This design comes from an exercise in tuning for a short achievable clock period and few clock cycles on the open sky130 flow, not from production work. Function was checked by simulation only, so behaviour that the tests miss may differ from the original. Power figures rest on the tool's default switching activity, not on a simulated workload.

### flow/standard.sh
#!/bin/bash
# synth_recipe.tcl (not shown) runs the flow's synth.tcl, then flattens the netlist and writes it again
# the make line also repeats each setting of config.mk as NAME=value (left out here)
make -C /OpenROAD-flow-scripts/flow DESIGN_CONFIG=/design/flow/config.mk WORK_HOME=/design/flow/orfs CLKGATE_MAP_FILE= SYNTH_SCRIPT=/design/flow/synth_recipe.tcl "${@:-finish}"
### flow/constraint.sdc
create_clock -name core_clock -period 10.0 [get_ports {clk}]
set_input_delay 2.0000 -clock core_clock [delete_from_list [all_inputs] [get_ports {clk}]]
set_output_delay 2.0000 -clock core_clock [all_outputs]
set_load 0.01 [all_outputs]
### flow/flow/run.sh
#!/bin/bash
set -euo pipefail
MARGIN=${MARGIN:-7}
sed -e "s/SETUP_SLACK_MARGIN=[0-9.]*/SETUP_SLACK_MARGIN=${MARGIN}/" standard.sh > standard_margin.sh
grep -q "SETUP_SLACK_MARGIN=${MARGIN}" standard_margin.sh
bash standard_margin.sh > flow_make.log 2>&1
### flow/config.mk
export PLATFORM = sky130hd
export DESIGN_NAME = fmrt_core
export DESIGN_NICKNAME = fmrt_core
export VERILOG_FILES = /design/flow/design.v
export SDC_FILE = /design/flow/constraint.sdc
export NUM_CORES = 4
export LEC_CHECK = 0
export ABC_CLOCK_PERIOD_IN_PS = 3000
export CAP_MARGIN = 20
export CORE_MARGIN = 2
export CORE_UTILIZATION = 40
export PLACE_DENSITY = 0.6
export SETUP_SLACK_MARGIN = 5
export SLEW_MARGIN = 20
### flow/design.v
`timescale 1ns/1ps
module fmrt_core (
    input             clk,
    input             rst,
    output     [31:0] imem_addr,
    input      [31:0] imem_rdata,
    output     [31:0] dmem_addr,
    input      [31:0] dmem_rdata,
    output            dmem_we,
    output     [31:0] dmem_wdata
);
    localparam [31:0] RESET_PC = 32'h0000E100;
    function [31:0] ks_add(input [31:0] x, input [31:0] y, input cin);
        reg [31:0] g, p, gn, pn;
        integer i, d;
        begin
            g = x & y;
            p = x ^ y;
            g[0] = g[0] | (p[0] & cin);
            for (d = 1; d < 32; d = d * 2) begin
                gn = g; pn = p;
                for (i = d; i < 32; i = i + 1) begin
                    gn[i] = g[i] | (p[i] & g[i-d]);
                    pn[i] = p[i] & p[i-d];
                end
                g = gn; p = pn;
            end
            ks_add = (x ^ y) ^ {g[30:0], cin};
        end
    endfunction
    reg  [31:0] pc_f;
    reg         fd_valid;
    reg  [31:0] fd_insn;
    reg  [31:0] fd_pc;
    reg         fd_bt;                
    reg         fd_jec;               
    reg         de_valid;
    reg  [31:0] de_a, de_b, de_sd;    
    reg  [31:0] de_c;                 
    reg  [31:0] de_alt;               
    reg         de_a_em, de_a_mw, de_b_em, de_b_mw, de_s_em, de_s_mw;
    reg  [4:0]  de_rd;
    reg         de_wr;
    reg         de_r_add, de_r_log, de_r_sft, de_r_slt, de_r_c;
    reg         de_sub;
    reg         de_l_and, de_l_or;    
    reg         de_s_left, de_s_arith;
    reg         de_slt_u;
    reg         de_br, de_pred;
    reg         de_c_eq, de_c_lt, de_c_ltu, de_x, de_bok;
    reg  [31:0] de_pc;
    reg  [31:0] jb;                   
    reg         jb_ok;
    reg  [2:0]  de_f3;
    reg         de_ld, de_st, de_sw;
    reg         em_valid;
    reg  [31:0] em_res;
    reg  [31:0] em_sd;
    reg  [4:0]  em_rd;
    reg         em_wr;
    reg         em_ld;
    reg         em_sub_st;            
    reg  [2:0]  em_f3;
    reg         em_mem;               
    reg         m_we;                 
    reg  [31:0] ma_q, wd_q;
    reg         wpend;                
    reg         mw_valid;
    reg  [31:0] mw_res;
    reg  [4:0]  mw_rd;
    reg         mw_wr;
    reg  [31:0] rf [1:31];
    assign imem_addr  = pc_f;
    assign dmem_addr  = ma_q;
    assign dmem_wdata = wd_q;
    assign dmem_we    = m_we;
    wire [31:0] ins   = fd_insn;
    wire [6:0]  opc   = ins[6:0];
    wire [2:0]  f3    = ins[14:12];
    wire [6:0]  f7    = ins[31:25];
    wire [4:0]  rs1   = ins[19:15];
    wire [4:0]  rs2   = ins[24:20];
    wire [4:0]  rd    = ins[11:7];
    wire op_lui   = (opc == 7'b0110111);
    wire op_auipc = (opc == 7'b0010111);
    wire op_jal   = (opc == 7'b1101111);
    wire op_jalr  = (opc == 7'b1100111);
    wire op_br    = (opc == 7'b1100011);
    wire op_ld    = (opc == 7'b0000011);
    wire op_st    = (opc == 7'b0100011);
    wire op_imm   = (opc == 7'b0010011);
    wire op_reg   = (opc == 7'b0110011);
    wire [31:0] imm_i = {{20{ins[31]}}, ins[31:20]};
    wire [31:0] imm_s = {{20{ins[31]}}, ins[31:25], ins[11:7]};
    wire [31:0] imm_b = {{20{ins[31]}}, ins[7], ins[30:25], ins[11:8], 1'b0};
    wire [31:0] imm_u = {ins[31:12], 12'b0};
    wire [31:0] imm_j = {{12{ins[31]}}, ins[19:12], ins[20], ins[30:21], 1'b0};
    wire [31:0] imm_jr = {{20{ins[31]}}, ins[31:21], 1'b0};
    wire [31:0] imm_sh = {27'b0, ins[24:20]};
    wire f7_zero = (f7 == 7'b0000000);
    wire f7_alt  = (f7 == 7'b0100000);
    wire ld_ok = (f3 == 3'b000) | (f3 == 3'b001) | (f3 == 3'b010) |
                 (f3 == 3'b100) | (f3 == 3'b101);
    wire st_ok = (f3 == 3'b000) | (f3 == 3'b001) | (f3 == 3'b010);
    wire d_wr = op_lui | op_auipc | op_jal | op_jalr |
                (op_ld & ld_ok) |
                (op_imm & ((f3 != 3'b101) | f7_zero | f7_alt)) |
                (op_reg & (((f3 != 3'b000) & (f3 != 3'b101)) | f7_zero | f7_alt));
    wire use1 = op_jalr | op_br | op_ld | op_st | op_imm | op_reg;
    wire use2 = op_br | op_st | op_reg;
    wire d_r_c   = op_lui | op_auipc | op_jal | op_jalr;
    wire d_r_slt = (op_imm | op_reg) & (f3[2:1] == 2'b01);
    wire d_r_sft = (op_imm | op_reg) & (f3[1:0] == 2'b01);
    wire d_r_log = (op_imm | op_reg) & f3[2] & (f3[1:0] != 2'b01);
    wire d_r_add = op_ld | op_st | ((op_imm | op_reg) & (f3 == 3'b000));
    wire d_sub   = op_reg & (f3 == 3'b000) & f7_alt;
    wire        use_imm = op_imm | op_ld | op_st | op_jalr;
    wire [31:0] d_imm   = op_st   ? imm_s  :
                          op_jalr ? imm_jr :
                          (op_imm & (f3 == 3'b101)) ? imm_sh : imm_i;
    wire [31:0] pc4    = fd_pc + 32'd4;
    wire [31:0] tgt_b  = fd_pc + imm_b;
    wire [31:0] tgt_j  = fd_pc + imm_j;
    wire [31:0] auipc  = fd_pc + imm_u;
    wire        spred  = ins[31] | (f3 == 3'b001);    
    wire        pred   = fd_bt | spred;
    wire w_we = mw_valid & mw_wr;
    wire [31:0] rf1 = (rs1 == 5'd0) ? 32'd0 : rf[rs1];
    wire [31:0] rf2 = (rs2 == 5'd0) ? 32'd0 : rf[rs2];
    wire [31:0] r1  = (w_we & (mw_rd == rs1) & (rs1 != 5'd0)) ? mw_res : rf1;
    wire [31:0] r2  = (w_we & (mw_rd == rs2) & (rs2 != 5'd0)) ? mw_res : rf2;
    wire a_em = de_valid & de_wr & (de_rd == rs1) & (rs1 != 5'd0);
    wire a_mw = em_valid & em_wr & (em_rd == rs1) & (rs1 != 5'd0);
    wire b_em = de_valid & de_wr & (de_rd == rs2) & (rs2 != 5'd0);
    wire b_mw = em_valid & em_wr & (em_rd == rs2) & (rs2 != 5'd0);
    wire ld_use = fd_valid & de_valid & de_ld & de_wr & (de_rd != 5'd0) &
                  ((use1 & (de_rd == rs1)) | (use2 & (de_rd == rs2)));
    wire j_e_c = fd_jec;
    wire j_pend = (de_valid & de_wr & (de_rd == rs1) & (rs1 != 5'd0)) |
                  (em_valid & em_wr & (em_rd == rs1) & (rs1 != 5'd0)) |
                  (mw_valid & mw_wr & (mw_rd == rs1) & (rs1 != 5'd0));
    wire j_ready = j_e_c | (jb_ok & ~j_pend);
    wire [31:0] tgt_jr_c = de_c + imm_jr;
    wire [31:0] tgt_jr_b = jb + imm_jr;
    wire [31:0] tgt_jr = j_e_c ? tgt_jr_c : tgt_jr_b;
    wire stall_d = ld_use | (fd_valid & op_jalr & ~j_ready);
    wire [31:0] ea = de_a_em ? em_res : de_a_mw ? mw_res : de_a;
    wire [31:0] eb = de_b_em ? em_res : de_b_mw ? mw_res : de_b;
    wire [31:0] es = de_s_em ? em_res : de_s_mw ? mw_res : de_sd;
    wire [31:0] sum    = ks_add(ea, de_sub ? ~eb : eb, de_sub);
    wire [31:0] logic_r = de_l_and ? (ea & eb) : de_l_or ? (ea | eb) : (ea ^ eb);
    wire        big    = |eb[31:5];
    wire [4:0]  sh     = eb[4:0];
    wire [31:0] sll_r  = ea << sh;
    wire signed [32:0] sr_in = {de_s_arith & ea[31], ea};
    wire signed [32:0] sr_w  = sr_in >>> sh;
    wire [31:0] sr_r   = sr_w[31:0];
    wire [31:0] sft_r  = de_s_left ? (big ? 32'd0 : sll_r)
                                   : (big ? {32{de_s_arith & ea[31]}} : sr_r);
    wire        eq     = (ea == eb);
    wire        ltu    = (ea < eb);
    wire        lt     = ({~ea[31], ea[30:0]} < {~eb[31], eb[30:0]});
    wire        slt_r  = de_slt_u ? ltu : lt;
    wire [31:0] e_res = ({32{de_r_add}} & sum) |
                        ({32{de_r_log}} & logic_r) |
                        ({32{de_r_sft}} & sft_r) |
                        ({32{de_r_slt}} & {31'b0, slt_r}) |
                        ({32{de_r_c}}   & de_c);
    wire cond   = (de_c_eq & eq) | (de_c_lt & lt) | (de_c_ltu & ltu);
    wire mis    = de_bok ? (cond ^ de_x) : de_pred;    
    wire taken  = mis ^ de_pred;
    wire stall_m = wpend & em_valid & em_mem;
    wire sub_rd  = em_valid & em_sub_st & ~wpend;
    wire em_st_w = em_valid & em_mem & ~em_ld & ~em_sub_st;    
    wire redirect_e = de_valid & de_br & ~stall_m & mis;
    wire [31:0] e_target = de_alt;
    wire redirect_dr = fd_valid & ~stall_m & ~stall_d &
                       (fd_bt ? ~(op_jal | op_br) : (op_jal | op_jalr | (op_br & spred)));
    wire redirect_d = redirect_dr & ~redirect_e;
    wire [31:0] d_target = fd_bt ? pc4 : op_jal ? tgt_j : op_jalr ? tgt_jr : tgt_b;
    localparam NB = 8;
    reg  [NB-1:0] bv;
    reg  [31:0]   btag [0:NB-1];
    reg  [31:0]   btgt [0:NB-1];
    reg  [2:0]    bptr;
    reg           upd_v, upd_inv, upd_e;
    reg  [31:0]   upd_dpc, upd_epc, upd_dtgt, upd_etgt;
    wire [31:0]   upd_pc  = upd_e ? upd_epc : upd_dpc;
    wire [31:0]   upd_tgt = upd_e ? upd_etgt : upd_dtgt;
    reg  [NB-1:0] bhv;
    reg  [31:0]   btgt_sel;
    integer       bk;
    always @(*) begin
        btgt_sel = 32'd0;
        for (bk = 0; bk < NB; bk = bk + 1) begin
            bhv[bk]  = bv[bk] & (btag[bk] == pc_f);
            btgt_sel = btgt_sel | ({32{bhv[bk]}} & btgt[bk]);
        end
    end
    wire bhit = |bhv;
    wire e_alloc = redirect_e & ~de_pred;    
    wire e_inval = redirect_e & de_pred;     
    wire d_alloc = redirect_d & ~fd_bt & (op_jal | op_br);
    always @(posedge clk) begin
        if (rst)
            upd_v <= 1'b0;
        else
            upd_v <= e_alloc | e_inval | d_alloc;
        upd_inv <= e_inval;
        upd_e    <= redirect_e;
        upd_epc  <= de_pc;
        upd_dpc  <= fd_pc;
        upd_etgt <= de_alt;
        upd_dtgt <= d_target;
    end
    always @(posedge clk) begin
        if (rst) begin
            bv   <= {NB{1'b0}};
            bptr <= 3'd0;
        end else if (upd_v) begin
            if (upd_inv) begin
                for (bk = 0; bk < NB; bk = bk + 1)
                    if (btag[bk] == upd_pc) bv[bk] <= 1'b0;
            end else begin
                bv[bptr]   <= 1'b1;
                bptr       <= bptr + 3'd1;
            end
        end
        if (upd_v && !upd_inv) begin
            btag[bptr] <= upd_pc;
            btgt[bptr] <= upd_tgt;
        end
    end
    wire [1:0]  off   = em_res[1:0];
    wire [31:0] rw    = dmem_rdata;
    wire [7:0]  lbyte = off[1] ? (off[0] ? rw[31:24] : rw[23:16])
                               : (off[0] ? rw[15:8]  : rw[7:0]);
    wire [15:0] lhalf = off[1] ? rw[31:16] : rw[15:0];
    wire [31:0] ldata = (em_f3[1:0] == 2'b00) ? {{24{lbyte[7] & ~em_f3[2]}}, lbyte} :
                        (em_f3[1:0] == 2'b01) ? {{16{lhalf[15] & ~em_f3[2]}}, lhalf} :
                        rw;
    wire [31:0] merged = em_f3[0] ?
                         (off[1] ? {em_sd[15:0], rw[15:0]} : {rw[31:16], em_sd[15:0]}) :
                         (off == 2'd0 ? {rw[31:8], em_sd[7:0]} :
                          off == 2'd1 ? {rw[31:16], em_sd[7:0], rw[7:0]} :
                          off == 2'd2 ? {rw[31:24], em_sd[7:0], rw[15:0]} :
                                        {em_sd[7:0], rw[23:0]});
    wire [31:0] pc_seq = bhit ? btgt_sel : pc_f + 32'd4;
    wire [31:0] pc_nr  = (stall_m | stall_d) ? pc_f :
                         redirect_dr ? d_target : pc_seq;
    wire fd_valid_nr   = stall_m ? fd_valid :
                         redirect_dr ? 1'b0 :
                         stall_d ? fd_valid : 1'b1;
    always @(posedge clk) begin
        if (rst)
            pc_f <= RESET_PC;
        else
            pc_f <= redirect_e ? e_target : pc_nr;
    end
    always @(posedge clk) begin
        if (rst)
            fd_valid <= 1'b0;
        else
            fd_valid <= ~redirect_e & fd_valid_nr;
        if (rst)
            fd_jec <= 1'b0;
        else if (!stall_m && !stall_d)
            fd_jec <= fd_valid & d_r_c & (imem_rdata[19:15] == rd) & (imem_rdata[19:15] != 5'd0);
        else if (!stall_m)
            fd_jec <= 1'b0;
        if (!stall_m && !stall_d) begin
            fd_insn <= imem_rdata;
            fd_pc   <= pc_f;
            fd_bt   <= bhit;
        end
    end
    always @(posedge clk) begin
        if (rst)
            de_valid <= 1'b0;
        else if (!stall_m)
            de_valid <= fd_valid & ~redirect_e & ~stall_d;
        if (stall_m) begin
            de_a <= ea; de_b <= eb; de_sd <= es;
            de_a_em <= 1'b0; de_a_mw <= 1'b0;
            de_b_em <= 1'b0; de_b_mw <= 1'b0;
            de_s_em <= 1'b0; de_s_mw <= 1'b0;
        end else begin
            de_a    <= r1;
            de_b    <= use_imm ? d_imm : r2;
            de_sd   <= r2;
            de_a_em <= a_em;
            de_a_mw <= a_mw;
            de_b_em <= b_em & ~use_imm;
            de_b_mw <= b_mw & ~use_imm;
            de_s_em <= b_em;
            de_s_mw <= b_mw;
            de_c    <= op_lui ? imm_u : op_auipc ? auipc : pc4;
            de_alt  <= pred ? pc4 : tgt_b;
            de_rd   <= rd;
            de_wr   <= d_wr;
            de_r_add <= d_r_add;
            de_r_log <= d_r_log;
            de_r_sft <= d_r_sft;
            de_r_slt <= d_r_slt;
            de_r_c   <= d_r_c;
            de_sub   <= d_sub;
            de_l_and <= (f3[1:0] == 2'b11);
            de_l_or  <= (f3[1:0] == 2'b10);
            de_s_left  <= ~f3[2];
            de_s_arith <= ins[30];
            de_slt_u   <= f3[0];
            de_br    <= op_br;
            de_pred  <= pred;
            de_c_eq  <= (f3[2:1] == 2'b00);
            de_c_lt  <= (f3[2:1] == 2'b10);
            de_c_ltu <= (f3[2:1] == 2'b11);
            de_x     <= f3[0] ^ pred;
            de_bok   <= f3[2] | ~f3[1];
            de_pc    <= fd_pc;
            de_f3    <= f3;
            de_ld    <= op_ld & ld_ok;
            de_st    <= op_st & st_ok;
            de_sw    <= op_st & (f3 == 3'b010);
        end
    end
    always @(posedge clk) begin
        if (rst)
            jb_ok <= 1'b0;
        else
            jb_ok <= fd_valid & op_jalr & ~j_pend & ~redirect_e & (stall_m | stall_d);
        jb <= rf1;
    end
    always @(posedge clk) begin
        if (rst)
            em_valid <= 1'b0;
        else if (!stall_m)
            em_valid <= de_valid;
        if (!stall_m) begin
            em_res    <= e_res;
            em_sd     <= es;
            em_rd     <= de_rd;
            em_wr     <= de_wr;
            em_ld     <= de_ld;
            em_mem    <= de_ld | de_st;
            em_sub_st <= de_st & ~de_sw;
            em_f3     <= de_f3;
        end
    end
    always @(posedge clk) begin
        if (rst) begin
            m_we  <= 1'b0;
            wpend <= 1'b0;
        end else begin
            wpend <= sub_rd;
            m_we  <= sub_rd | (stall_m ? em_st_w : (de_valid & de_sw));
        end
        if (sub_rd) begin
            ma_q <= ma_q;
            wd_q <= merged;
        end else if (stall_m) begin
            ma_q <= em_res;
            wd_q <= em_sd;
        end else begin
            ma_q <= e_res;
            wd_q <= es;
        end
    end
    always @(posedge clk) begin
        if (rst)
            mw_valid <= 1'b0;
        else
            mw_valid <= em_valid & ~stall_m;
        mw_res <= em_ld ? ldata : em_res;
        mw_rd  <= em_rd;
        mw_wr  <= em_wr;
    end
    always @(posedge clk) begin
        if (w_we && mw_rd != 5'd0)
            rf[mw_rd] <= mw_res;
    end
endmodule
==> reports/metrics.yaml, run 1 <==
critical_path:
  r2r_slack_ns: 5.30
  required_ns: 10.70
  cpMostUsedCell: "buf_4"
  path_max_fanout: 7
  worstSetupStartpoint: "de_b_mw"
  crit_arrival_ns: 5.40
  r2r-start: "de_b_mw"
  crit_chain: "buf_12, buf_16, buf_4, buf_4, mux2_2, mux2i_4, ha_4, or4_4, or4_4, a22oi_2, xnor2_2, a2111o_2, buf_12, buf_16, buf_4, o2111ai_1, o311ai_1"
  r2r-end: "pc_f[12]"
  critPathKind: "reg2reg"
  critPathCapture: "pc_f[12]"
  crit_path_top_delay_cell: "a2111o_2"
  reg2regPathDepth: 17
  crit_path_max_incr_delay_ns: 0.59
  critPathLaunchType: "flip-flop"
  cp-end-kind: "flip-flop"
clocking:
  clk_path_buf_depth: 4
  cts_tree: "yes"
  numCtsBuffers: 238
  h-tree-depth: 4
  cts_root_buf: "clkbuf_16"
  postCtsHoldBufs: 0
  clock_latency_ns: 0.95
  clkSinkCount: 2196
  clkTransAtPathRegs_ns: 0.07
layout:
  largest_reg_flops: 992
  final_area_sq_um: 139000
  fin_nets: 9404
  reg_top3: "rf: 992 flops, btag: 256 flops, btgt: 256 flops"
  largest_register: "rf"
  final_cell_mix: "1737 x edfxtp_1, 599 x buf_4, 568 x mux4_2, 511 x nand2_1, 465 x xnor2_1"
  final_common_cell: "edfxtp_1"
  n_fill_cell: 23100
  area_growth_pct: 26.3
  drive_gt1_share_pct: 32.3
yosys:
  syn_area_sq_um: 110000
  netlist-cell-type-count: 101
  netlist_instances: 8284
  synth-edff-count: 1737
  synth_warnings: 1
  ys_seq_area_share_pct: 55.7
  async_flop_share_pct: 0
  synthFlopType: "edfxtp_1"
  syn_avg_cell_area_sq_um: 13.3
  yosys_register_bits: 2196
  synth_fp_nets: 8572
detailed_routing:
  drtAntennaViolNets: 0
  vias_per_cell: 6.47
  drt_wl_total_microns: 468000
  dr.pass1.iters: 8
  drt_iter0_markers: 13800
  route.detailed.wl_per_inst_microns: 36.3
  num_vias: 83600
  drc: 0
power_and_ir_drop:
  vdd_drop_max_mv: 0.184
  power_density_nw_per_um2: 166
  leakage_uw: 0.0485
die:
  die_h_microns: 529
  die-area_sq_um: 280000
  fp.dieW_microns: 529
  initial_core_util_pct: 40.2
  rows: 192
  core_sq_um: 274000
  num_io_pins: 163
global_routing:
  grt_pass1_vias: 78200
  grt_overflow: 0
  grt_pass1_wl_microns: 631000
  grt_max_degree: 116
  antenna_found_initial: 29
  grtUsageTotal_pct: 32.2
place:
  place_area_sq_um: 117000
  io_buffer_count: 162
  place_congestion: 1.00
  dp_hpwl_microns: 284000
timing:
  tns_ns: 0
  fmax_ghz: 0.213
  skew_ns: 0.124
  setup_viol: 0
  relSlewSlack_pct: 11.3
  slew_viol_final: 0
  fin_crit_sh_pct: 47.0
  tightest_slew_ns: 1.33
  rsz0062_at_grt: "true"
  finalHoldViolCount: 0
  min_period_ns: 4.70
status:
  status: "complete, no violations"
worst_hold_path:
  hold_path.class: "reg2reg"
  hp-start: "de_pc[26]"
run:
  cap_violations: 0
[worst max-delay path, delay by kind of cell, from the launching register on]
kind	cells	cell delay, ns
compound gates	4	1.14
buf+inv	7	0.98
simple gates	2	0.97
mux	2	0.56
flops	1	0.42
fa+ha+maj	1	0.25
xor+xnor	1	0.16
[synth_stat cells (19+ instances only)]
master | number | share of area [%]
nand4_1 | 103 | 0.58
o211ai_1 | 87 | 0.59
o22ai_1 | 19 | 0.11
nand2_1 | 536 | 1.8
nor2b_1 | 38 | 0.22
nand3_1 | 107 | 0.49
o21a_1 | 71 | 0.48
xor2_1 | 261 | 2.1
and4_1 | 20 | 0.16
o221ai_1 | 22 | 0.17
nand2b_1 | 27 | 0.15
mux2_2 | 116 | 1.2
inv_1 | 180 | 0.61
a21o_1 | 45 | 0.31
and2_1 | 24 | 0.14
edfxtp_1 | 1737 | 47
buf_2 | 106 | 0.48
a221oi_1 | 62 | 0.49
mux2i_1 | 457 | 4.2
a22o_1 | 22 | 0.17
ha_1 | 217 | 2.5
nor4_1 | 114 | 0.65
or3_1 | 22 | 0.12
nor3_1 | 70 | 0.32
mux4_2 | 568 | 12
dfxtp_1 | 459 | 8.3
and3_1 | 38 | 0.22
clkbuf_1 | 329 | 1.1
xnor2_1 | 487 | 3.9
a21oi_1 | 378 | 1.7
nor2_1 | 567 | 1.9
buf_1 | 99 | 0.34
a22oi_1 | 94 | 0.64
a211oi_1 | 104 | 0.71
o21ai_0 | 352 | 1.6
a31oi_1 | 66 | 0.37
o21bai_1 | 25 | 0.17
[how the worst min path moves through the flow]
stage | cells past startpoint | slack [ns] | end
6_report | 0 | 0.34 | upd_epc[26]
5_1_grt | 0 | 0.34 | upd_epc[30]
4_1_cts | 0 | 0.34 | upd_epc[11]
3_5_place_dp | 0 | 0.33 | upd_epc[15]
3_3_place_gp | 0 | 0.32 | upd_epc[23]
2_1_floorplan | 0 | 0.32 | upd_epc[10]
[per-layer routing]
metal / vias up / GRT usage (%) / wire, microns
li1: 33600 / - / -
met1: 42900 / 45.3 / 183000
met2: 5954 / 47.2 / 202000
met3: 1091 / 7.59 / 58500
met4: 14 / 14.2 / 25000
met5: - / 0 / 92
[where the power goes]
part	switching [uW]	total, uW	internal, uW
Sequential	152	10200	10000
Clock	3820	8900	5080
Combinational	2360	4020	1670
[kinds of logic after synthesis]
kind of cell | Yosys count | share of synthesized area (%)
simple gates | 1724 | 7.24
buf+inv | 731 | 2.67
fa+ha+maj | 222 | 2.55
xor+xnor | 748 | 5.94
mux | 1149 | 17.0
flops | 2196 | 55.7
compound gates | 1514 | 8.91
[layout make-up]
type | count | area, sq um | share of cell area [%]
clock buffer | 302 | 6440 | 4.63
sequential | 2196 | 61500 | 44.2
timing repair buffer | 1126 | 12700 | 9.12
multi-input combinational | 5366 | 52000 | 37.3
clock inverter | 137 | 1270 | 0.914
antenna | 14 | 35.0 | 0.0252
timing repair inverter | 2 | 17.5 | 0.0126
tap | 3589 | 4490 | 3.23
inverter | 186 | 741 | 0.532
[what timing repair did]
item	in CTS	in global routing
setup buffers	472	169
resized for setup	1608	410
pin swaps	230	224
gates cloned	55	25
endpoints found under the setup margin	1122	550
[stage by stage]
step                      util [%]  power [uW]  std cells  hold WS [ns]  worst slack, ns
after floorplan                  -       12100       8284         0.323             5.66
after global placement        42.7       13200      11700         0.325             3.67
after detailed placement      42.7       13200      11700         0.327             3.60
after CTS                     49.4       22700      12700         0.335             5.37
after global routing          50.8       23600      12900         0.344             5.29
final                         50.8       23100      12900         0.340             5.30
Testbench counts, summed over its fixed seeds: cycles 44,528.
==> run 2, diff against run 1 <==
--- a/flow/design.v
+++ b/flow/design.v
@@ -10,6 +10,13 @@
     output     [31:0] dmem_wdata
 );
     localparam [31:0] RESET_PC = 32'h0000E100;
+    function [2:0] cmp3(input [31:0] x, input [31:0] y);
+        begin
+            cmp3[2] = (x == y);
+            cmp3[1] = ({~x[31], x[30:0]} < {~y[31], y[30:0]});
+            cmp3[0] = (x < y);
+        end
+    endfunction
     function [31:0] ks_add(input [31:0] x, input [31:0] y, input cin);
         reg [31:0] g, p, gn, pn;
         integer i, d;
@@ -38,7 +45,7 @@
     reg  [31:0] de_a, de_b, de_sd;    
     reg  [31:0] de_c;                 
     reg  [31:0] de_alt;               
-    reg         de_a_em, de_a_mw, de_b_em, de_b_mw, de_s_em, de_s_mw;
+    reg         de_a_em, de_b_em, de_s_em;    
     reg  [4:0]  de_rd;
     reg         de_wr;
     reg         de_r_add, de_r_log, de_r_sft, de_r_slt, de_r_c;
@@ -47,7 +54,7 @@
     reg         de_s_left, de_s_arith;
     reg         de_slt_u;
     reg         de_br, de_pred;
-    reg         de_c_eq, de_c_lt, de_c_ltu, de_x, de_bok;
+    reg         de_eq1, de_eq0, de_lt1, de_lt0, de_ltu1, de_ltu0, de_rall;
     reg  [31:0] de_pc;
     reg  [31:0] jb;                   
     reg         jb_ok;
@@ -129,10 +136,13 @@
     wire [31:0] rf2 = (rs2 == 5'd0) ? 32'd0 : rf[rs2];
     wire [31:0] r1  = (w_we & (mw_rd == rs1) & (rs1 != 5'd0)) ? mw_res : rf1;
     wire [31:0] r2  = (w_we & (mw_rd == rs2) & (rs2 != 5'd0)) ? mw_res : rf2;
+    wire [31:0] mw_next;              
     wire a_em = de_valid & de_wr & (de_rd == rs1) & (rs1 != 5'd0);
     wire a_mw = em_valid & em_wr & (em_rd == rs1) & (rs1 != 5'd0);
     wire b_em = de_valid & de_wr & (de_rd == rs2) & (rs2 != 5'd0);
     wire b_mw = em_valid & em_wr & (em_rd == rs2) & (rs2 != 5'd0);
+    wire [31:0] r1f = a_mw ? mw_next : r1;
+    wire [31:0] r2f = b_mw ? mw_next : r2;
     wire ld_use = fd_valid & de_valid & de_ld & de_wr & (de_rd != 5'd0) &
                   ((use1 & (de_rd == rs1)) | (use2 & (de_rd == rs2)));
     wire j_e_c = fd_jec;
@@ -144,9 +154,9 @@
     wire [31:0] tgt_jr_b = jb + imm_jr;
     wire [31:0] tgt_jr = j_e_c ? tgt_jr_c : tgt_jr_b;
     wire stall_d = ld_use | (fd_valid & op_jalr & ~j_ready);
-    wire [31:0] ea = de_a_em ? em_res : de_a_mw ? mw_res : de_a;
-    wire [31:0] eb = de_b_em ? em_res : de_b_mw ? mw_res : de_b;
-    wire [31:0] es = de_s_em ? em_res : de_s_mw ? mw_res : de_sd;
+    wire [31:0] ea = de_a_em ? em_res : de_a;
+    wire [31:0] eb = de_b_em ? em_res : de_b;
+    wire [31:0] es = de_s_em ? em_res : de_sd;
     wire [31:0] sum    = ks_add(ea, de_sub ? ~eb : eb, de_sub);
     wire [31:0] logic_r = de_l_and ? (ea & eb) : de_l_or ? (ea | eb) : (ea ^ eb);
     wire        big    = |eb[31:5];
@@ -157,18 +167,21 @@
     wire [31:0] sr_r   = sr_w[31:0];
     wire [31:0] sft_r  = de_s_left ? (big ? 32'd0 : sll_r)
                                    : (big ? {32{de_s_arith & ea[31]}} : sr_r);
-    wire        eq     = (ea == eb);
-    wire        ltu    = (ea < eb);
-    wire        lt     = ({~ea[31], ea[30:0]} < {~eb[31], eb[30:0]});
+    wire [2:0]  c00 = cmp3(de_a, de_b);
+    wire [2:0]  c10 = cmp3(em_res, de_b);
+    wire [2:0]  c01 = cmp3(de_a, em_res);
+    wire [2:0]  csel = de_a_em ? (de_b_em ? 3'b100 : c10) : (de_b_em ? c01 : c00);
+    wire        eq     = csel[2];
+    wire        lt     = csel[1];
+    wire        ltu    = csel[0];
     wire        slt_r  = de_slt_u ? ltu : lt;
     wire [31:0] e_res = ({32{de_r_add}} & sum) |
                         ({32{de_r_log}} & logic_r) |
                         ({32{de_r_sft}} & sft_r) |
                         ({32{de_r_slt}} & {31'b0, slt_r}) |
                         ({32{de_r_c}}   & de_c);
-    wire cond   = (de_c_eq & eq) | (de_c_lt & lt) | (de_c_ltu & ltu);
-    wire mis    = de_bok ? (cond ^ de_x) : de_pred;    
-    wire taken  = mis ^ de_pred;
+    wire mis    = (eq & de_eq1) | (~eq & de_eq0) | (lt & de_lt1) | (~lt & de_lt0) |
+                  (ltu & de_ltu1) | (~ltu & de_ltu0) | de_rall;    
     wire stall_m = wpend & em_valid & em_mem;
     wire sub_rd  = em_valid & em_sub_st & ~wpend;
     wire em_st_w = em_valid & em_mem & ~em_ld & ~em_sub_st;    
@@ -239,6 +252,7 @@
     wire [31:0] ldata = (em_f3[1:0] == 2'b00) ? {{24{lbyte[7] & ~em_f3[2]}}, lbyte} :
                         (em_f3[1:0] == 2'b01) ? {{16{lhalf[15] & ~em_f3[2]}}, lhalf} :
                         rw;
+    assign mw_next = em_ld ? ldata : em_res;
     wire [31:0] merged = em_f3[0] ?
                          (off[1] ? {em_sd[15:0], rw[15:0]} : {rw[31:16], em_sd[15:0]}) :
                          (off == 2'd0 ? {rw[31:8], em_sd[7:0]} :
@@ -281,19 +295,14 @@
             de_valid <= fd_valid & ~redirect_e & ~stall_d;
         if (stall_m) begin
             de_a <= ea; de_b <= eb; de_sd <= es;
-            de_a_em <= 1'b0; de_a_mw <= 1'b0;
-            de_b_em <= 1'b0; de_b_mw <= 1'b0;
-            de_s_em <= 1'b0; de_s_mw <= 1'b0;
+            de_a_em <= 1'b0; de_b_em <= 1'b0; de_s_em <= 1'b0;
         end else begin
-            de_a    <= r1;
-            de_b    <= use_imm ? d_imm : r2;
-            de_sd   <= r2;
+            de_a    <= r1f;
+            de_b    <= use_imm ? d_imm : r2f;
+            de_sd   <= r2f;
             de_a_em <= a_em;
-            de_a_mw <= a_mw;
             de_b_em <= b_em & ~use_imm;
-            de_b_mw <= b_mw & ~use_imm;
             de_s_em <= b_em;
-            de_s_mw <= b_mw;
             de_c    <= op_lui ? imm_u : op_auipc ? auipc : pc4;
             de_alt  <= pred ? pc4 : tgt_b;
             de_rd   <= rd;
@@ -311,11 +320,13 @@
             de_slt_u   <= f3[0];
             de_br    <= op_br;
             de_pred  <= pred;
-            de_c_eq  <= (f3[2:1] == 2'b00);
-            de_c_lt  <= (f3[2:1] == 2'b10);
-            de_c_ltu <= (f3[2:1] == 2'b11);
-            de_x     <= f3[0] ^ pred;
-            de_bok   <= f3[2] | ~f3[1];
+            de_eq1   <= op_br & (f3[2:1] == 2'b00) & ~(f3[0] ^ pred);
+            de_eq0   <= op_br & (f3[2:1] == 2'b00) &  (f3[0] ^ pred);
+            de_lt1   <= op_br & (f3[2:1] == 2'b10) & ~(f3[0] ^ pred);
+            de_lt0   <= op_br & (f3[2:1] == 2'b10) &  (f3[0] ^ pred);
+            de_ltu1  <= op_br & (f3[2:1] == 2'b11) & ~(f3[0] ^ pred);
+            de_ltu0  <= op_br & (f3[2:1] == 2'b11) &  (f3[0] ^ pred);
+            de_rall  <= op_br & (f3[2:1] == 2'b01) & pred;
             de_pc    <= fd_pc;
             de_f3    <= f3;
             de_ld    <= op_ld & ld_ok;
@@ -370,7 +381,7 @@
             mw_valid <= 1'b0;
         else
             mw_valid <= em_valid & ~stall_m;
-        mw_res <= em_ld ? ldata : em_res;
+        mw_res <= mw_next;
         mw_rd  <= em_rd;
         mw_wr  <= em_wr;
     end
==> run 2 against run 1 <==
Still clean. Area after synthesis rose by 2.2%. Core utilization grew 1.4 points. First-iteration DRC count shrank 0.41%. Clock power rose by 0.6%. Critical path depth is 1 lower. Final cell count increased by 5.4%. Critical endpoint is now ma_q[24]. Highest routed layer unchanged.
==> reports/metrics.yaml, run 2 <==
critical_path:
  path_buf_inv: 5  # -2
  path_max_fanout: 6  # -1
  cp-end-kind: "flip-flop"
  critPathTopFamily: "compound AO/OA/AOI/OAI gates"
  cpMostUsedCell: "buf_6"
  critPathLaunchType: "flip-flop"
  cp.depth: 16  # -1
  crit_chain: "buf_12, buf_16, mux2i_4, buf_6, fa_2, nor2b_4, o31a_1, o21ai_2, a211oi_4, o2111ai_4, buf_4, buf_6, nand2_2, or3_1, a31oi_1, a22oi_1"
  critPathKind: "reg2reg"
  crit_path_max_incr_delay_ns: 0.46  # -0.13 ns
  required_ns: 10.64  # -0.06 ns
  crit_arrival_ns: 4.44  # -0.96 ns
  crit_path_top_delay_cell: "mux2i_4"
  reg2regPathDepth: 16  # -1
clocking:
  clock_latency_ns: 0.99  # +0.04 ns
  numCtsBuffers: 233  # -2.1%
  h-tree-depth: 4  # unchanged
  clkSinkCount: 2195  # -0.046%
  postCtsHoldBufs: 0  # unchanged
  cts_tree: "yes"
  cts_root_buf: "clkbuf_16"
  clk_path_buf_depth: 4  # unchanged
  clkTransAtPathRegs_ns: 0.06  # about the same
timing:
  skew_ns: 0.143  # +0.0191 ns
  tns_ns: 0  # unchanged
  tightest_slew_ns: 1.13  # -0.199 ns
  fin_crit_sh_pct: 38.1  # -9.0 points
  finalHoldViolCount: 0  # unchanged
  rsz0062_at_grt: "true"
  setup_ws_ns: 6.19  # +0.895 ns
  min_period_ns: 3.81  # -0.895 ns
  fmax_ghz: 0.263  # +24%
  relSlewSlack_pct: 23.9  # +13 points
  slew_viol_final: 0  # unchanged
  setup_viol: 0  # unchanged
layout:
  fin_nets: 10000  # +6.7%
  multi_input_area_sq_um: 54900  # +5.7%
  largest_register: "rf"
  area.sequential_sq_um: 61700  # +0.21%
  largest_reg_flops: 992  # unchanged
  n_fill_cell: 23000  # -0.42%
  final_common_cell: "edfxtp_1"
  final_area_sq_um: 146000  # +5.0%
  final_cell_mix: "1739 x edfxtp_1, 745 x buf_4, 571 x mux4_2, 522 x nand2_1, 499 x xnor2_1"
  drive_gt1_share_pct: 35.0  # +2.7 points
  area_growth_pct: 29.8
  reg_top3: "rf: 992 flops, btag: 256 flops, btgt: 256 flops"
  utilization_pct: 52.3  # +1.4 points
die:
  core_sq_um: 280000  # +2.1%
  die_h_microns: 535  # +1.1%
  initial_core_util_pct: 40.3  # about the same
  die-area_sq_um: 286000  # +2.2%
  rows: 194  # +1.0%
  fp.dieW_microns: 535  # +1.1%
  num_io_pins: 163  # unchanged
detailed_routing:
  drtAntennaViolNets: 0  # unchanged
  drc: 0  # unchanged
  dr.pass1.iters: 6  # -2
  num_vias: 87800  # +5.0%
  vias_per_cell: 6.45  # -0.41%
  drt_wl_total_microns: 480000  # +2.5%
  drt_iter0_markers: 13700  # -0.41%
  route.detailed.wl_per_inst_microns: 35.3  # -2.8%
yosys:
  ys_seq_area_share_pct: 54.5  # -1.2 points
  synthFlopType: "edfxtp_1"
  yosysMostFrequentCell: "edfxtp_1"
  synth-edff-count: 1739  # +0.12%
  synth_warnings: 1  # unchanged
  yosys_register_bits: 2195  # -0.046%
  netlist-cell-type-count: 107  # +5.9%
  syn_avg_cell_area_sq_um: 13.0  # -2.0%
  netlist_instances: 8636  # +4.2%
  synthTopCellsByCount: "1739 x edfxtp_1, 571 x mux4_2, 561 x nand2_1"
  syn_area_sq_um: 113000  # +2.2%
  synth_top_area_share_pct: 46.4  # -0.95 points
  async_flop_share_pct: 0  # unchanged
  synth_fp_nets: 8990  # +4.9%
  yosys.area.top_type: "edfxtp_1"
  synth_area_leaders: "edfxtp_1 46%, mux4_2 11%, dfxtp_1 8.1%"
global_routing:
  grtUsageTotal_pct: 32.1  # -0.052 points
  grt_pass1_vias: 83100  # +6.3%
  grt_pass1_wl_microns: 650000  # +3.1%
  grt_overflow: 0  # unchanged
  grt_max_degree: 118  # +1.7%
  antenna_found_initial: 35  # +21%
power_and_ir_drop:
  power.total_uw: 23500  # +1.9%
  vdd_drop_max_mv: 0.220  # +20%
  leakage_uw: 0.0518  # +6.8%
  power_density_nw_per_um2: 161  # -3.0%
place:
  dp_slack_ns: 4.76  # +1.16 ns
  dp_hpwl_microns: 287000  # +1.0%
  place_area_sq_um: 120000  # +2.2%
  io_buffer_count: 162  # unchanged
  place_congestion: 1.02  # +1.2%
worst_hold_path:
  hold_path.class: "reg2reg"
  worstHoldPathCells: 0  # unchanged
run:
  cap_violations: 0  # unchanged
status:
  status: "complete, no violations"
[run 2: cell count changes after synthesis, sizes merged, moves of 42 or more]
cell / previous run / this run
xor2: 261 / 210
nor3: 70 / 147
inv: 183 / 231
ha: 217 / 283
a21oi: 379 / 451
a211oi: 104 / 146
nor2: 571 / 524
mux2i: 457 / 380
[run 2: logic make-up (layout without fill, tap and decap cells)]
group                    after synthesis  in the layout  share of synthesized area, %
flip-flops                          2195           2195                          54.5
AO/OA/AOI/OAI                       1738           1740                          10.1
XOR/XNOR                             730            730                          5.68
multiplexers                        1048           1048                          15.8
AND/OR/NAND/NOR                     1840           1842                          7.73
adder cells (fa/ha/maj)              288            288                          3.23
other                                  0             13                             0
buffers and inverters                797           2039                          2.94
[run 2: per-layer routing]
metal / global-route usage, % / part of all wire, % / vias to the layer above / routed length [microns]
met3: 7.65 / 13 / 1271 / 61000
met1: 44.4 / 38 / 44700 / 183000
met5: 0 / 0.035 / - / 170
li1: - / - / 35600 / -
met4: 15.2 / 6.0 / 22 / 28800
met2: 47.6 / 43 / 6160 / 207000
[run 2: stage by stage]
| stage | instances | hold slack, ns |
|---|---|---|
| 6_report | 13600 | 0.283 |
| 3_3_place_gp | 12200 | 0.325 |
| 4_1_cts | 13400 | 0.298 |
| 3_5_place_dp | 12200 | 0.327 |
| 2_1_floorplan | 8636 | 0.323 |
| 5_1_grt | 13600 | 0.309 |
[run 2: cell type report]
cell class              count  share of cell area (%)
flip-flops and latches   2195                    42.2
repair buffers           1366                    11.0
inverters                 234                   0.686
repair inverters            5                  0.0573
clock inverters           127                   0.883
clock buffers             307                    4.46
multi-input cells        5648                    37.6
diodes                     13                  0.0223
well taps                3724                    3.19
[run 2: repair_timing]
action	CTS	global route
resized for setup	1893	490
pin swaps	270	245
buffers inserted	629	230
cloned	85	22
endpoints found under the setup margin	656	401
[run 2: final timing paths]
kind              startpoint          end  slack, ns
setup / recovery     de_a_em     ma_q[24]       6.19
setup reg to reg     de_a_em     ma_q[24]       6.19
hold / removal     de_pc[10]  upd_epc[10]       0.28
hold reg to reg    de_pc[10]  upd_epc[10]       0.28
[run 2: power by group]
group	total [uW]	switching [uW]	leakage (uW)	internal [uW]
Sequential	10200	237	0.0201	10000
Combinational	4310	2430	0.0279	1880
Clock	8950	3830	0.00384	5130
Testbench counts of run 2, summed over its fixed seeds: cycles 44,528.
==> run 3, diff against run 2 <==
--- a/flow/design.v
+++ b/flow/design.v
@@ -40,6 +40,7 @@
     reg  [31:0] fd_insn;
     reg  [31:0] fd_pc;
     reg         fd_bt;                
+    reg  [31:0] fd_ptgt;              
     reg         fd_jec;               
     reg         de_valid;
     reg  [31:0] de_a, de_b, de_sd;    
@@ -56,6 +57,8 @@
     reg         de_br, de_pred;
     reg         de_eq1, de_eq0, de_lt1, de_lt0, de_ltu1, de_ltu0, de_rall;
     reg  [31:0] de_pc;
+    reg         de_jchk;              
+    reg  [31:0] de_jp;                
     reg  [31:0] jb;                   
     reg         jb_ok;
     reg  [2:0]  de_f3;
@@ -185,10 +188,11 @@
     wire stall_m = wpend & em_valid & em_mem;
     wire sub_rd  = em_valid & em_sub_st & ~wpend;
     wire em_st_w = em_valid & em_mem & ~em_ld & ~em_sub_st;    
-    wire redirect_e = de_valid & de_br & ~stall_m & mis;
+    wire jmis = (de_alt != de_jp);
+    wire redirect_e = de_valid & ~stall_m & ((de_br & mis) | (de_jchk & jmis));
     wire [31:0] e_target = de_alt;
     wire redirect_dr = fd_valid & ~stall_m & ~stall_d &
-                       (fd_bt ? ~(op_jal | op_br) : (op_jal | op_jalr | (op_br & spred)));
+                       (fd_bt ? ~(op_jal | op_br | op_jalr) : (op_jal | op_jalr | (op_br & spred)));
     wire redirect_d = redirect_dr & ~redirect_e;
     wire [31:0] d_target = fd_bt ? pc4 : op_jal ? tgt_j : op_jalr ? tgt_jr : tgt_b;
     localparam NB = 8;
@@ -213,7 +217,7 @@
     wire bhit = |bhv;
     wire e_alloc = redirect_e & ~de_pred;    
     wire e_inval = redirect_e & de_pred;     
-    wire d_alloc = redirect_d & ~fd_bt & (op_jal | op_br);
+    wire d_alloc = redirect_d & ~fd_bt & (op_jal | op_br | op_jalr);
     always @(posedge clk) begin
         if (rst)
             upd_v <= 1'b0;
@@ -286,6 +290,7 @@
             fd_insn <= imem_rdata;
             fd_pc   <= pc_f;
             fd_bt   <= bhit;
+            fd_ptgt <= btgt_sel;
         end
     end
     always @(posedge clk) begin
@@ -304,7 +309,9 @@
             de_b_em <= b_em & ~use_imm;
             de_s_em <= b_em;
             de_c    <= op_lui ? imm_u : op_auipc ? auipc : pc4;
-            de_alt  <= pred ? pc4 : tgt_b;
+            de_alt  <= op_jalr ? tgt_jr : pred ? pc4 : tgt_b;
+            de_jchk <= op_jalr & fd_bt;
+            de_jp   <= fd_ptgt;
             de_rd   <= rd;
             de_wr   <= d_wr;
             de_r_add <= d_r_add;
@@ -365,16 +372,16 @@
             wpend <= sub_rd;
             m_we  <= sub_rd | (stall_m ? em_st_w : (de_valid & de_sw));
         end
-        if (sub_rd) begin
-            ma_q <= ma_q;
-            wd_q <= merged;
-        end else if (stall_m) begin
+        if (sub_rd | stall_m)
             ma_q <= em_res;
+        else
+            ma_q <= sum;              
+        if (sub_rd)
+            wd_q <= merged;
+        else if (stall_m)
             wd_q <= em_sd;
-        end else begin
-            ma_q <= e_res;
+        else
             wd_q <= es;
-        end
     end
     always @(posedge clk) begin
         if (rst)
==> run 3 against run 2 <==
Largest cell class unchanged. Maximum frequency decreased by 5.5%. Final cell count increased by 0.98%. Largest power group unchanged. Setup slack got worse by 0.22 ns. Global-route usage increased by 0.083 points. Clock skew decreased by 0.027 ns. Power increased by 4.7%. Hold slack improved by 0.056 ns. Combinational power increased by 9.3%.
==> reports/metrics.yaml, run 3 <==
detailed_routing:
  num_vias: 88700  # +1.1%
  topRoutingLayerUsed: "met5"
  wl_met2_microns: 213000  # +2.8%
  drtAntennaViolNets: 0  # unchanged
  drc: 0  # unchanged
  dr.pass1.iters: 8  # +2
  wl_met3_microns: 55900  # -8.4%
  drt_iter0_markers: 13200  # -3.6%
  route.detailed.wl_per_inst_microns: 35.5  # +0.68%
  drt_wl_total_microns: 488000  # +1.7%
  vias_per_cell: 6.45  # about the same
  drt-met1-wl_microns: 185000  # +1.0%
yosys:
  ys_seq_area_share_pct: 55.4  # +0.89 points
  synth_fp_nets: 9113  # +1.4%
  yosysMostFrequentCell: "edfxtp_1"
  syn_avg_cell_area_sq_um: 13.1  # +0.17%
  yosys.area.top_type: "edfxtp_1"
  async_flop_share_pct: 0  # unchanged
  synthFlopType: "edfxtp_1"
  synth_area_leaders: "edfxtp_1 47%, mux4_2 11%, dfxtp_1 8.0%"
  synthTopCellsByCount: "1805 x edfxtp_1, 564 x mux4_2, 558 x nand2_1"
  synth_warnings: 1  # unchanged
  syn_area_sq_um: 114000  # +1.6%
  synth_top_area_share_pct: 47.4  # +1.0 points
  synth-edff-count: 1805  # +3.8%
  netlist_instances: 8759  # +1.4%
  netlist-cell-type-count: 94  # -12%
  yosys_register_bits: 2262  # +3.1%
clocking:
  clk_path_buf_depth: 4  # unchanged
  numCtsBuffers: 241  # +3.4%
  clkSinkCount: 2262  # +3.1%
  clock_latency_ns: 0.98  # about the same
  postCtsHoldBufs: 0  # unchanged
  h-tree-depth: 4  # unchanged
  cts_tree: "yes"
  clkTransAtPathRegs_ns: 0.06  # about the same
  cts_root_buf: "clkbuf_16"
global_routing:
  grt_pass1_vias: 83800  # +0.83%
  antenna_found_initial: 29  # -17%
  grt_max_degree: 207  # +75%
  grt_overflow: 0  # unchanged
  grt_pass1_wl_microns: 662000  # +1.8%
  grtUsageTotal_pct: 32.2  # +0.083 points
layout:
  final_area_sq_um: 149000  # +1.6%
  drive_gt1_share_pct: 34.9  # -0.15 points
  largest_reg_flops: 992  # unchanged
  fin_cells: 13800  # +0.98%
  largest_register: "rf"
  final_cell_mix: "1805 x edfxtp_1, 680 x buf_4, 564 x mux4_2, 511 x nand2_1, 452 x xnor2_1"
  fin_nets: 10100  # +0.83%
  final_common_cell: "edfxtp_1"
  area_growth_pct: 29.8  # about the same
  reg_top3: "rf: 992 flops, btag: 256 flops, btgt: 256 flops"
die:
  rows: 196  # +1.0%
  die_h_microns: 539  # +0.79%
  initial_core_util_pct: 40.2  # -0.12 points
  fp.dieW_microns: 539  # +0.79%
  core_sq_um: 285000  # +1.9%
  die-area_sq_um: 290000  # +1.6%
  num_io_pins: 163  # unchanged
timing:
  finalHoldViolCount: 0  # unchanged
  skew_ns: 0.116  # -0.0270 ns
  relSlewSlack_pct: 18.8  # -5.2 points
  tightest_slew_ns: 1.22  # +0.0880 ns
  fin_crit_sh_pct: 40.3  # +2.2 points
  slew_viol_final: 0  # unchanged
  tns_ns: 0  # unchanged
  fmax_ghz: 0.248  # -5.5%
  setup_viol: 0  # unchanged
  rsz0062_at_grt: "true"
  min_period_ns: 4.03  # +0.222 ns
critical_path:
  r2r-end: "em_res[26]"
  critPathKind: "reg2reg"
  r2r_slack_ns: 5.97  # -0.22 ns
  r2r-start: "em_res[3]"
  critPathLaunchType: "flip-flop"
  crit_arrival_ns: 4.72  # +0.28 ns
  reg2regPathDepth: 17  # +1
  cp-end-kind: "flip-flop"
  path_max_fanout: 6  # unchanged
  required_ns: 10.69  # +0.05 ns
worst_hold_path:
  hold_path.class: "reg2reg"
  hp-start: "de_pc[1]"
  worstHoldPathCells: 0  # unchanged
  hold_end: "upd_epc[1]"
place:
  place_area_sq_um: 122000  # +1.7%
  dpl.cell_count: 12400  # +1.3%
  io_buffer_count: 162  # unchanged
  dp_hpwl_microns: 283000  # -1.3%
  place_congestion: 0.994  # -2.2%
power_and_ir_drop:
  leakage_uw: 0.0538  # +3.8%
  power.total_uw: 24600  # +4.7%
  power_density_nw_per_um2: 166  # +3.0%
  vdd_drop_max_mv: 0.199  # -9.7%
status:
  status: "complete, no violations"
run:
  cap_violations: 0  # unchanged
## run 3: timing repair
| action | 4_1_cts | 5_1_grt |
|---|---|---|
| buffers inserted | 604 | 212 |
| resized for setup | 2053 | 600 |
| setup endpoints to repair | 997 | 483 |
| pin swaps | 266 | 285 |
| cloned | 89 | 15 |
## run 3: stage by stage
step | hold slack, ns | setup WS [ns] | utilization (%)
4_1_cts | 0.337 | 6.03 | 50.4
3_5_place_dp | 0.327 | 4.46 | 42.7
3_3_place_gp | 0.324 | 4.57 | 42.7
5_1_grt | 0.343 | 5.86 | 52.1
6_report | 0.339 | 5.97 | 52.1
2_1_floorplan | 0.323 | 5.86 | -
## run 3: power breakdown
part           switching (uW)  internal, uW  total [uW]
Combinational            2670          2050        4710
Clock                    4070          5200        9270
Sequential                246         10400       10600
## run 3: worst max path at each step
stage / start / end / slack (ns) / cells past startpoint
finish: em_res[3] / em_res[26] / 5.97 / 17
floorplan: upd_v / btag[3][0] / 5.86 / 4
global placement: fd_insn[19] / pc_f[23] / 4.57 / 13
CTS: de_b_em / em_res[28] / 6.03 / 16
detailed placement: fd_insn[19] / pc_f[23] / 4.46 / 13
global route: de_b_em / em_res[28] / 5.86 / 16
## run 3: layer usage
layer  track usage, %  up-vias
li1                 -    35900
met2             48.3     6117
met3             6.91     1367
met4             18.0       18
met1             43.4    45400
met5                0        -
## run 3: cell families (layout without fill, tap and decap cells)
group | Yosys count | count (layout) | synth area share (%)
simple gates | 1797 | 1803 | 7.33
xor+xnor | 772 | 772 | 5.91
mux | 1056 | 1056 | 15.5
other cells | 0 | 13 | 0
compound gates | 1776 | 1777 | 9.91
flops | 2262 | 2262 | 55.4
buf+inv | 808 | 2019 | 2.80
fa+ha+maj | 288 | 288 | 3.18
## run 3: final cells by class
cell class / instances / area, sq um
multi-input cells: 5696 / 55700
repair buffers: 1308 / 15300
flip-flops and latches: 2262 / 63600
clock buffers: 305 / 6660
repair inverters: 5 / 72.6
well taps: 3762 / 4710
clock inverters: 149 / 1410
fillers: 23500 / 136000
diodes: 13 / 32.5
inverters: 252 / 1050
## run 3: critical path, stage by stage (launching register included)
cell and delay (ns):
edfxtp_1 0.49, buf_4 0.25, mux2i_1 0.15, buf_4 0.19
inv_1 0.10, ha_2 0.39, o21a_1 0.21, o21ai_4 0.09
a211oi_4 0.32, o2111ai_4 0.18, a211oi_4 0.38, o221ai_4 0.22
buf_6 0.16, a21oi_2 0.15, buf_4 0.14, xor2_2 0.18
nand2_1 0.08, o211ai_1 0.16
Testbench counts of run 3, summed over its fixed seeds: cycles 44,139.
==> run 4, diff against run 3 <==
--- a/flow/config.mk
+++ b/flow/config.mk
@@ -8,7 +8,7 @@
 export ABC_CLOCK_PERIOD_IN_PS = 3000
 export CAP_MARGIN = 20
 export CORE_MARGIN = 2
-export CORE_UTILIZATION = 40
-export PLACE_DENSITY = 0.6
+export CORE_UTILIZATION = 55
+export PLACE_DENSITY = 0.7
 export SETUP_SLACK_MARGIN = 5
 export SLEW_MARGIN = 20
==> run 4 against run 3 <==
Still clean on timing, DRC and antenna. Hold slack got worse by 0.0013 ns. Non-clock buffer count increased by 78. Sequential cell count unchanged. Setup slack improved by 0.036 ns. Global-route usage increased by 13 points. Clock skew increased by 0.0018 ns. Combinational power decreased by 1%. Die area decreased by 27%.
==> reports/metrics.yaml, run 4 <==
timing:
  rsz0062_at_grt: "true"
  skew_ns: 0.118  # +0.00176 ns
  min_period_ns: 3.99  # -0.0365 ns
  finalHoldViolCount: 0  # unchanged
  setup_viol: 0  # unchanged
  slew_viol_final: 0  # unchanged
  hold-worst-slack_ns: 0.338  # -0.00132 ns
  tns_ns: 0  # unchanged
  relSlewSlack_pct: 18.3  # -0.46 points
  tightest_slew_ns: 1.22  # +0.00526 ns
  fmax_ghz: 0.250  # +0.91%
  fin_crit_sh_pct: 39.9  # -0.36 points
die:
  core_sq_um: 207000  # -27%
  rows: 167  # -15%
  die-area_sq_um: 212000  # -27%
  initial_core_util_pct: 55.3  # +15 points
  num_io_pins: 163  # unchanged
  fp.dieW_microns: 460  # -15%
  die_h_microns: 460  # -15%
global_routing:
  grt_max_degree: 103  # -50%
  grt_overflow: 0  # unchanged
  grt_pass1_vias: 87100  # +3.9%
  antenna_found_initial: 34  # +17%
  grt_pass1_wl_microns: 672000  # +1.5%
  grtUsageTotal_pct: 45.6  # +13 points
critical_path:
  critPathTopFamily: "compound AO/OA/AOI/OAI gates"
  r2r_slack_ns: 6.01  # +0.04 ns
  path_buf_inv: 2  # -3
  critPathLaunchType: "flip-flop"
  cp.depth: 17  # unchanged
  reg2regPathDepth: 17  # unchanged
  path_max_fanout: 6  # unchanged
  worstSetupStartpoint: "de_a_em"
  required_ns: 10.65  # -0.04 ns
  cpMostUsedCell: "a211oi_2"
  crit_path_max_incr_delay_ns: 0.39  # -0.10 ns
  crit_path_top_delay_cell: "dfxtp_4"
  r2r-end: "em_res[28]"
  critPathCapture: "em_res[28]"
  cp-end-kind: "flip-flop"
  r2r-start: "de_a_em"
  critPathKind: "reg2reg"
  crit_chain: "buf_16, nand3b_1, a21oi_2, nor3_4, fa_2, nor2b_1, o21a_1, o21ai_2, a211oi_2, o2111ai_2, a211oi_2, buf_4, o221ai_4, a211oi_4, nor2_2, xnor2_2, a221o_1"
  crit_arrival_ns: 4.64  # -0.08 ns
yosys:
  synth_top_area_share_pct: 47.4  # unchanged
  yosys.area.top_type: "edfxtp_1"
  synthTopCellsByCount: "1805 x edfxtp_1, 564 x mux4_2, 558 x nand2_1"
  synth_warnings: 1  # unchanged
  async_flop_share_pct: 0  # unchanged
  syn_area_sq_um: 114000  # unchanged
  syn_avg_cell_area_sq_um: 13.1  # unchanged
  synth_area_leaders: "edfxtp_1 47%, mux4_2 11%, dfxtp_1 8.0%"
  yosysMostFrequentCell: "edfxtp_1"
  netlist-cell-type-count: 94  # unchanged
  yosys_register_bits: 2262  # unchanged
  netlist_instances: 8759  # unchanged
  synth-edff-count: 1805  # unchanged
  ys_seq_area_share_pct: 55.4  # unchanged
  synth_fp_nets: 9113  # unchanged
  synthFlopType: "edfxtp_1"
detailed_routing:
  vias_per_cell: 7.29  # +13%
  drc: 0  # unchanged
  drtAntennaViolNets: 0  # unchanged
  dr.pass1.iters: 10  # +2
  drt_wl_total_microns: 507000  # +3.9%
  route.detailed.wl_per_inst_microns: 39.7  # +12%
  drt_iter0_markers: 16300  # +23%
  num_vias: 93100  # +4.9%
power_and_ir_drop:
  leakage_uw: 0.0543  # +0.96%
  power_density_nw_per_um2: 163  # -1.4%
  vdd_drop_max_mv: 0.225  # +13%
  power.total_uw: 24200  # -1.8%
clocking:
  clkSinkCount: 2262  # unchanged
  cts_tree: "yes"
  clk_path_buf_depth: 3  # -1
  clock_latency_ns: 0.99  # about the same
  clkTransAtPathRegs_ns: 0.07  # about the same
  h-tree-depth: 4  # unchanged
  cts_root_buf: "clkbuf_16"
  numCtsBuffers: 230  # -4.6%
status:
  status: "complete, no violations"
run:
  cap_violations: 0  # unchanged
place:
  io_buffer_count: 162  # unchanged
  dp_hpwl_microns: 275000  # -2.8%
  place_congestion: 1.03  # +3.4%
  dpl.cell_count: 11300  # -8.5%
layout:
  final_common_cell: "edfxtp_1"
  fin_nets: 10200  # +0.68%
  drive_gt1_share_pct: 34.6  # -0.31 points
  reg_top3: "rf: 992 flops, btag: 256 flops, btgt: 256 flops"
  largest_register: "rf"
  fin_cells: 12800  # -7.2%
  largest_reg_flops: 992  # unchanged
  area_growth_pct: 29.2
  final_cell_mix: "1805 x edfxtp_1, 713 x buf_4, 564 x mux4_2, 525 x nand2_1, 450 x xnor2_1"
worst_hold_path:
  hold_path.class: "reg2reg"
==> run 4: timing repair <==
| item | in CTS | in global routing |
|---|---|---|
| pin swaps | 290 | 294 |
| resized for setup | 1949 | 669 |
| buffers inserted | 627 | 243 |
| endpoints found under the setup margin | 810 | 608 |
| gates cloned | 109 | 18 |
| hold buffers | 0 | 0 |
==> run 4: through the flow <==
stage	utilization, %	cell area, sq um	setup slack, ns
detailed placement	58.2	120000	4.02
finish	71.5	148000	6.01
global route	71.4	148000	5.91
CTS	68.8	142000	6.13
floorplan	-	116000	5.86
global placement	58.2	120000	4.08
==> run 4: cells by family (layout without fill, tap and decap cells) <==
| group | after synthesis | after routing | share of synthesized area [%] |
|---|---|---|---|
| AOI/OAI and AO/OA | 1776 | 1778 | 9.91 |
| xor gates and xnor gates | 772 | 772 | 5.91 |
| adders and majority gates | 288 | 288 | 3.18 |
| buffers and inverters | 808 | 2080 | 2.80 |
| DFF | 2262 | 2262 | 55.4 |
| muxes | 1056 | 1056 | 15.5 |
| other | 0 | 27 | 0 |
| and+or+nand+nor | 1797 | 1800 | 7.33 |
==> run 4: final cells by class <==
cell class	count	area (sq um)
tap	2704	3380
inverter	252	1060
sequential	2262	63600
multi-input combinational	5694	55400
clock buffer	293	6200
clock inverter	140	1450
antenna	27	67.6
fill	13200	59000
timing repair inverter	9	154
timing repair buffer	1386	16600
==> run 4: per-layer routing <==
metal  routed length (microns)  global-route usage, %
met2                    218000                   67.0
met5                       250                  0.253
met3                     78000                   15.1
met4                     47100                   31.8
met1                    164000                   57.2
==> run 4: worst min-delay path by stage <==
stage	to	depth (start not counted)	slack (ns)	startpoint
after floorplan	upd_epc[0]	0	0.32	de_pc[0]
after global placement	upd_epc[20]	0	0.32	de_pc[20]
after detailed placement	upd_epc[25]	0	0.33	de_pc[25]
after CTS	upd_epc[6]	0	0.33	de_pc[6]
after global routing	upd_epc[10]	0	0.34	de_pc[10]
final	upd_epc[27]	0	0.34	de_pc[27]
==> run 4: worst register-to-register path: stages, from the launching register on <==
cell       delay (ns)
dfxtp_4          0.39
buf_16           0.16
nand3b_1         0.20
a21oi_2          0.25
nor3_4           0.07
fa_2             0.39
nor2b_1          0.13
o21a_1           0.17
o21ai_2          0.08
a211oi_2         0.30
o2111ai_2        0.20
a211oi_2         0.26
buf_4            0.17
o221ai_4         0.13
a211oi_4         0.29
nor2_2           0.10
xnor2_2          0.15
a221o_1          0.33
==> run 4: power breakdown <==
group	internal (uW)	total (uW)	switching [uW]
Sequential	10400	10600	234
Clock	4890	8900	4010
Combinational	1980	4640	2660

## port drivers added, routing unchanged
The results above use ideal ports. As a check the final layouts listed here were re-extracted and re-timed, cells and wires unchanged. Step 1 (the two cells are an assumption about what drives the block):
set clk [get_ports {clk}]
set_driving_cell -lib_cell sky130_fd_sc_hd__clkbuf_16 $clk
set_driving_cell -lib_cell sky130_fd_sc_hd__buf_2 [delete_from_list [all_inputs] $clk]
Step 2, shift: input delay + t, output delay - t, t = (earliest + latest rising clock arrival at the registers) / 2. This alone moves slack from input paths to output paths. Three values: ideal, step 1, step 2; two values: the first two.
run | shift t [ns] | slack for setup (ns) | worst setup path after step 2 | worst data-port slew with drivers (ns) | pins driven straight from the clock port
run 1 | 0.986 | 5.298 / 5.298 / 5.298 | register to register | 0.22 | 1
run 2 | 1.000 | 6.194 / 6.194 / 5.700 | input to register | 0.20 | 1
run 3 | 1.020 | 5.971 / 5.971 / 5.756 | input to register | 0.24 | 1
run 4 | 1.029 | 6.008 / 6.008 / 5.799 | input to register | 0.25 | 1
After both steps setup and hold are still met in every run listed. For run 2, which loses most, drivers alone change the setup slack by 0.000 ns; drivers and shift together by -0.494 ns.
